Context: an optimization exercise on an open-source flow, tuned for small area, a short achievable clock period and few clock cycles per item. The choices shown serve that exercise and are no tape-out recipe. Only simulation tests tie the RTL to the original design; equivalence was not proved. Power is estimated from default activity; no workload was simulated.

// muldiv
module muldiv(clk, reset, CtoM, CtoD, A, B, High, Low, MtoC, DtoC, DivZero);
clock: 8.0 ns
lec_check: 0
abc_area: 1
cap_margin: 20
core_margin: 2
core_utilization: 40
setup_slack_margin: 4.0
slew_margin: 20
run.sh (not shown) runs the stock make flow with config.mk's settings and CLKGATE_MAP_FILE= SYNTH_SCRIPT=/design/flow/synth_recipe.tcl, a recipe that flattens the netlist after the stock synthesis.
Testbench counts at the start, summed over its fixed seeds: cycles 26,682, ops 3,200.
Change:
--- a/flow/design.v
+++ b/flow/design.v
@@ -4,27 +4,26 @@
   input CtoM;
   input CtoD;
   input [31:0] A;
   input [31:0] B;
   output [31:0] High;
   output [31:0] Low;
   output MtoC;
   output DtoC;
   output DivZero;
   reg s_setup, s_mit, s_dit, s_fix;
   reg [31:0] H, L, M;
-  reg [5:0] cnt;
+  reg [5:0] cnt, zar;
   reg c31;   
   reg two;   
   reg mb;    
-  reg m2;    
   reg isdiv, sA, sB;
   reg mdone, ddone, dzero;
   assign High = H;
   assign Low = L;
   assign MtoC = mdone;
   assign DtoC = ddone;
   assign DivZero = dzero;
   function [5:0] lzc;
     input [31:0] x;
     reg [15:0] v1; reg [15:0] z1;
     reg [7:0] v2;  reg [1:0] z2 [0:7];
@@ -104,82 +103,77 @@
             pp[i] = pp[i] & pp[((i >> l) << l) - 1];
           end
       add7 = p ^ {gg[5:0], ci};
     end
   endfunction
   wire [31:0] negA = inc32(~A);
   wire [31:0] negB = inc32(~B);
   wire [31:0] absA = A[31] ? negA : A;
   wire [31:0] absB = B[31] ? negB : B;
   wire [5:0] zA = lzc(absA);
   wire [5:0] zB = lzc(absB);
-  wire [5:0] zar = M[5:0];
   wire ashort = (zar > cnt);
   wire [6:0] zd = add7({1'b0, cnt}, ~{1'b0, zar}, 1'b1);
   wire [5:0] mamt = ashort ? zar : cnt;
   wire [4:0] amt = isdiv ? zd[4:0] : mamt[4:0];
   wire [31:0] sh_in = (!isdiv && ashort) ? L : H;
   wire [31:0] sh_out = sh_in << amt;
   wire [31:0] mval = ashort ? H : L;
   wire mc30 = (mamt == 6'd30);
   wire [31:0] ax = s_mit ? (two ? {L[29:0], 2'b0} : {L[30:0], 1'b0}) : (L ^ {32{s_fix}});
-  wire [31:0] ay = (M & {32{(s_mit && mb) || s_dit}}) | ({M[30:0], 1'b0} & {32{s_mit && m2}}) |
-                   {31'd0, s_fix};
+  wire [31:0] ay = (M & {32{(s_mit && mb) || s_dit}}) | {31'd0, s_fix};
   wire [32:0] asum = add32(ax, ay);
   wire ac = asum[32];
   wire [31:0] hx = s_mit ? (two ? {H[29:0], L[31:30]} : {H[30:0], L[31]}) :
                    (s_dit ? {H[30:0], 1'b0} : ~H);
   wire [31:0] hx1 = inc32(hx);
-  wire hci = ac || (s_fix && isdiv);
+  wire hci = (s_mit || s_dit) ? ac : (isdiv || (L == 32'd0));
   wire [31:0] hsum = hci ? hx1 : hx;
   wire c31n = two ? (cnt == 6'd29) : (cnt == 6'd30);
-  wire twon = !c31n && (!hx[31] || (!hx[30] && !M[31]));
-  wire mbn = twon ? (!hx[31] && hx[30]) : hx[31];
-  wire m2n = twon && hx[31];
-  wire twos = !mc30 && (!sh_out[30] || (!sh_out[29] && !mval[31]));
-  wire mbs = twos ? (!sh_out[30] && sh_out[29]) : sh_out[30];
-  wire m2s = twos && sh_out[30];
+  wire twon = !hx[31] && !c31n;
+  wire mbn = twon ? hx[30] : hx[31];
+  wire twos = !sh_out[30] && !mc30;
+  wire mbs = twos ? sh_out[29] : sh_out[30];
   wire negH = sA ^ sB;
   wire negL = isdiv ? sA : (sA ^ sB);
   wire needfix = isdiv ? (sA || sB) : (sA ^ sB);
   wire mlast = two ? (cnt == 6'd30) : c31;
   wire dlast = (cnt[4:0] == 5'd31);
   always @(posedge clk) begin
     mdone <= 1'b0;
     ddone <= 1'b0;
     if (reset) begin
       s_setup <= 1'b0;
       s_mit <= 1'b0;
       s_dit <= 1'b0;
       s_fix <= 1'b0;
       dzero <= 1'b0;
     end
     else begin
       if (CtoM || CtoD) begin
         L <= absA;
         H <= (B[31] ^ CtoD) ? negB : B;
-        M[5:0] <= zA;
+        zar <= zA;
         cnt <= zB;
         sA <= A[31];
         sB <= B[31];
         isdiv <= CtoD;
         s_setup <= 1'b1;
       end
       if (s_setup) begin
         s_setup <= 1'b0;
         if (!isdiv) begin
           cnt <= mamt + 6'd1;
           c31 <= mc30;
           two <= twos;
           mb <= mbs;
-          m2 <= m2s;
           M <= mval;
           if (mamt[5]) begin
             H <= 32'd0;
             L <= 32'd0;
             mdone <= 1'b1;
           end
           else begin
             H <= {sh_out[30:0], 1'b0};
             L <= mval;
             if (mamt != 6'd31) s_mit <= 1'b1;
             else if (needfix) s_fix <= 1'b1;
@@ -196,23 +190,22 @@
             if (sA) s_fix <= 1'b1;
             else ddone <= 1'b1;
           end
           else s_dit <= 1'b1;
         end
       end
       if (s_mit) begin
         cnt <= cnt + (two ? 6'd2 : 6'd1);
         c31 <= c31n;
         two <= twon;
         mb <= mbn;
-        m2 <= m2n;
         L <= asum[31:0];
         H <= hsum;
         if (mlast) begin
           s_mit <= 1'b0;
           if (needfix) s_fix <= 1'b1;
           else mdone <= 1'b1;
         end
       end
       if (s_dit) begin
         cnt <= cnt + 6'd1;
         if (ac) L <= asum[31:0];
Effect: The new run produced a clean layout; global-route usage went down by 0.73 points; wire length went down by 6.0%; total power went down by 8.9%; setup slack degrades by 3.7 ps; final area went down by 2.3%; synthesized cell count went down by 2.6%; clock-buffer cell count went up by 1; core utilization is about the same; sequential power went down by about 0.6%; via count went down by 3.1%; non-clock buffer count went up by 7.
Testbench counts after the change, summed over its fixed seeds: cycles 27,728, ops 3,200.


muldiv again, from the RTL that the note above started with.
clock: 8.0 ns
lec_check: 0
abc_area: 1
cap_margin: 20
core_margin: 2
core_utilization: 40
setup_slack_margin: 4.0
slew_margin: 20
standard.sh (not shown) runs the stock make flow with config.mk's settings and CLKGATE_MAP_FILE= SYNTH_SCRIPT=/design/flow/synth_recipe.tcl, a recipe that flattens the netlist after the stock synthesis.
==> flow/flow/run.sh <==
#!/bin/bash
# The standard layout (the standard.sh, unchanged), with plain buf_1
# cells as the port buffers in place of the delay cells that buffer_ports
# picks by default. Every port is still buffered.
set -euo pipefail
export BUFFER_PORTS_ARGS="-buffer_cell sky130_fd_sc_hd__buf_1"
bash standard.sh > standard.log 2>&1
Testbench counts at the start, summed over its fixed seeds: cycles 26,682, ops 3,200.
==> next run, changes <==
--- a/flow/design.v
+++ b/flow/design.v
@@ -3,25 +3,25 @@
   input reset;
   input CtoM;
   input CtoD;
   input [31:0] A;
   input [31:0] B;
   output [31:0] High;
   output [31:0] Low;
   output MtoC;
   output DtoC;
   output DivZero;
   reg s_setup, s_mit, s_dit, s_fix;
   reg [31:0] H, L, M;
-  reg [5:0] cnt;
+  reg [5:0] cnt, zar;
   reg c31;   
   reg two;   
   reg mb;    
   reg m2;    
   reg isdiv, sA, sB;
   reg mdone, ddone, dzero;
   assign High = H;
   assign Low = L;
   assign MtoC = mdone;
   assign DtoC = ddone;
   assign DivZero = dzero;
   function [5:0] lzc;
@@ -103,42 +103,41 @@
             gg[i] = gg[i] | (pp[i] & gg[((i >> l) << l) - 1]);
             pp[i] = pp[i] & pp[((i >> l) << l) - 1];
           end
       add7 = p ^ {gg[5:0], ci};
     end
   endfunction
   wire [31:0] negA = inc32(~A);
   wire [31:0] negB = inc32(~B);
   wire [31:0] absA = A[31] ? negA : A;
   wire [31:0] absB = B[31] ? negB : B;
   wire [5:0] zA = lzc(absA);
   wire [5:0] zB = lzc(absB);
-  wire [5:0] zar = M[5:0];
   wire ashort = (zar > cnt);
   wire [6:0] zd = add7({1'b0, cnt}, ~{1'b0, zar}, 1'b1);
   wire [5:0] mamt = ashort ? zar : cnt;
   wire [4:0] amt = isdiv ? zd[4:0] : mamt[4:0];
   wire [31:0] sh_in = (!isdiv && ashort) ? L : H;
   wire [31:0] sh_out = sh_in << amt;
   wire [31:0] mval = ashort ? H : L;
   wire mc30 = (mamt == 6'd30);
   wire [31:0] ax = s_mit ? (two ? {L[29:0], 2'b0} : {L[30:0], 1'b0}) : (L ^ {32{s_fix}});
   wire [31:0] ay = (M & {32{(s_mit && mb) || s_dit}}) | ({M[30:0], 1'b0} & {32{s_mit && m2}}) |
                    {31'd0, s_fix};
   wire [32:0] asum = add32(ax, ay);
   wire ac = asum[32];
   wire [31:0] hx = s_mit ? (two ? {H[29:0], L[31:30]} : {H[30:0], L[31]}) :
                    (s_dit ? {H[30:0], 1'b0} : ~H);
   wire [31:0] hx1 = inc32(hx);
-  wire hci = ac || (s_fix && isdiv);
+  wire hci = (s_mit || s_dit) ? ac : (isdiv || (L == 32'd0));
   wire [31:0] hsum = hci ? hx1 : hx;
   wire c31n = two ? (cnt == 6'd29) : (cnt == 6'd30);
   wire twon = !c31n && (!hx[31] || (!hx[30] && !M[31]));
   wire mbn = twon ? (!hx[31] && hx[30]) : hx[31];
   wire m2n = twon && hx[31];
   wire twos = !mc30 && (!sh_out[30] || (!sh_out[29] && !mval[31]));
   wire mbs = twos ? (!sh_out[30] && sh_out[29]) : sh_out[30];
   wire m2s = twos && sh_out[30];
   wire negH = sA ^ sB;
   wire negL = isdiv ? sA : (sA ^ sB);
   wire needfix = isdiv ? (sA || sB) : (sA ^ sB);
   wire mlast = two ? (cnt == 6'd30) : c31;
@@ -148,25 +147,25 @@
     ddone <= 1'b0;
     if (reset) begin
       s_setup <= 1'b0;
       s_mit <= 1'b0;
       s_dit <= 1'b0;
       s_fix <= 1'b0;
       dzero <= 1'b0;
     end
     else begin
       if (CtoM || CtoD) begin
         L <= absA;
         H <= (B[31] ^ CtoD) ? negB : B;
-        M[5:0] <= zA;
+        zar <= zA;
         cnt <= zB;
         sA <= A[31];
         sB <= B[31];
         isdiv <= CtoD;
         s_setup <= 1'b1;
       end
       if (s_setup) begin
         s_setup <= 1'b0;
         if (!isdiv) begin
           cnt <= mamt + 6'd1;
           c31 <= mc30;
           two <= twos;
What happened: The new run ran to the end with no violations; setup slack is worse by 28 ps; cell area went down by 2.7%; power went down by about 9%; register-to-register slack is worse by 70 ps; non-clock buffer count went down by 9; clock-buffer cell count went down by 7; hold slack is worse by 74 ps; clock power went down by about 4.4%; synthesized cell count went down by 2.8%; sequential share of layout area went up by 1.3 points; fmax went down by about 0.7%; first-iteration DRC count went down by 9.7%.
Testbench counts after the change, summed over its fixed seeds: cycles 26,682, ops 3,200.

==> re-timing with driven ports <==
The flow's constraints put no driver on any port. The routed layouts listed below were extracted and timed again, unchanged, in two steps.
Step 1: set_driving_cell puts a clkbuf_16 on clk and a buf_2 on each other input, an assumption about the parent block.
Step 2 times the ports against the registers' clock, not the clock port: input delays grow and output delays shrink by t, the midpoint of the rising clock arrivals with the driver on.
Three values: ideal ports, drivers, drivers and shift; two values: the first two.
run	shift t [ns]	slack for setup (ns)	hold WS [ns]	worst setup path after step 2	latest minus earliest clock arrival (ns)
the first run of note 1	0.556	4.070 / 4.092 / 3.548	0.543 / 0.543 / 0.543	input to register	0.013 / 0.013
the second run of note 1	0.524	4.066 / 4.066 / 3.566	0.575 / 0.575 / 0.575	input to register	0.014 / 0.014
the first run of note 2	0.550	4.069 / 4.091 / 3.542	0.589 / 0.589 / 0.589	input to register	0.013 / 0.013
the second run of note 2	0.526	4.041 / 4.041 / 3.636	0.516 / 0.516 / 0.516	input to register	0.015 / 0.015
After both steps setup and hold are still met in every run listed. The setup slack of the first run of note 2, which loses most, moves by +0.022 ns with the drivers and by -0.527 ns with both steps.
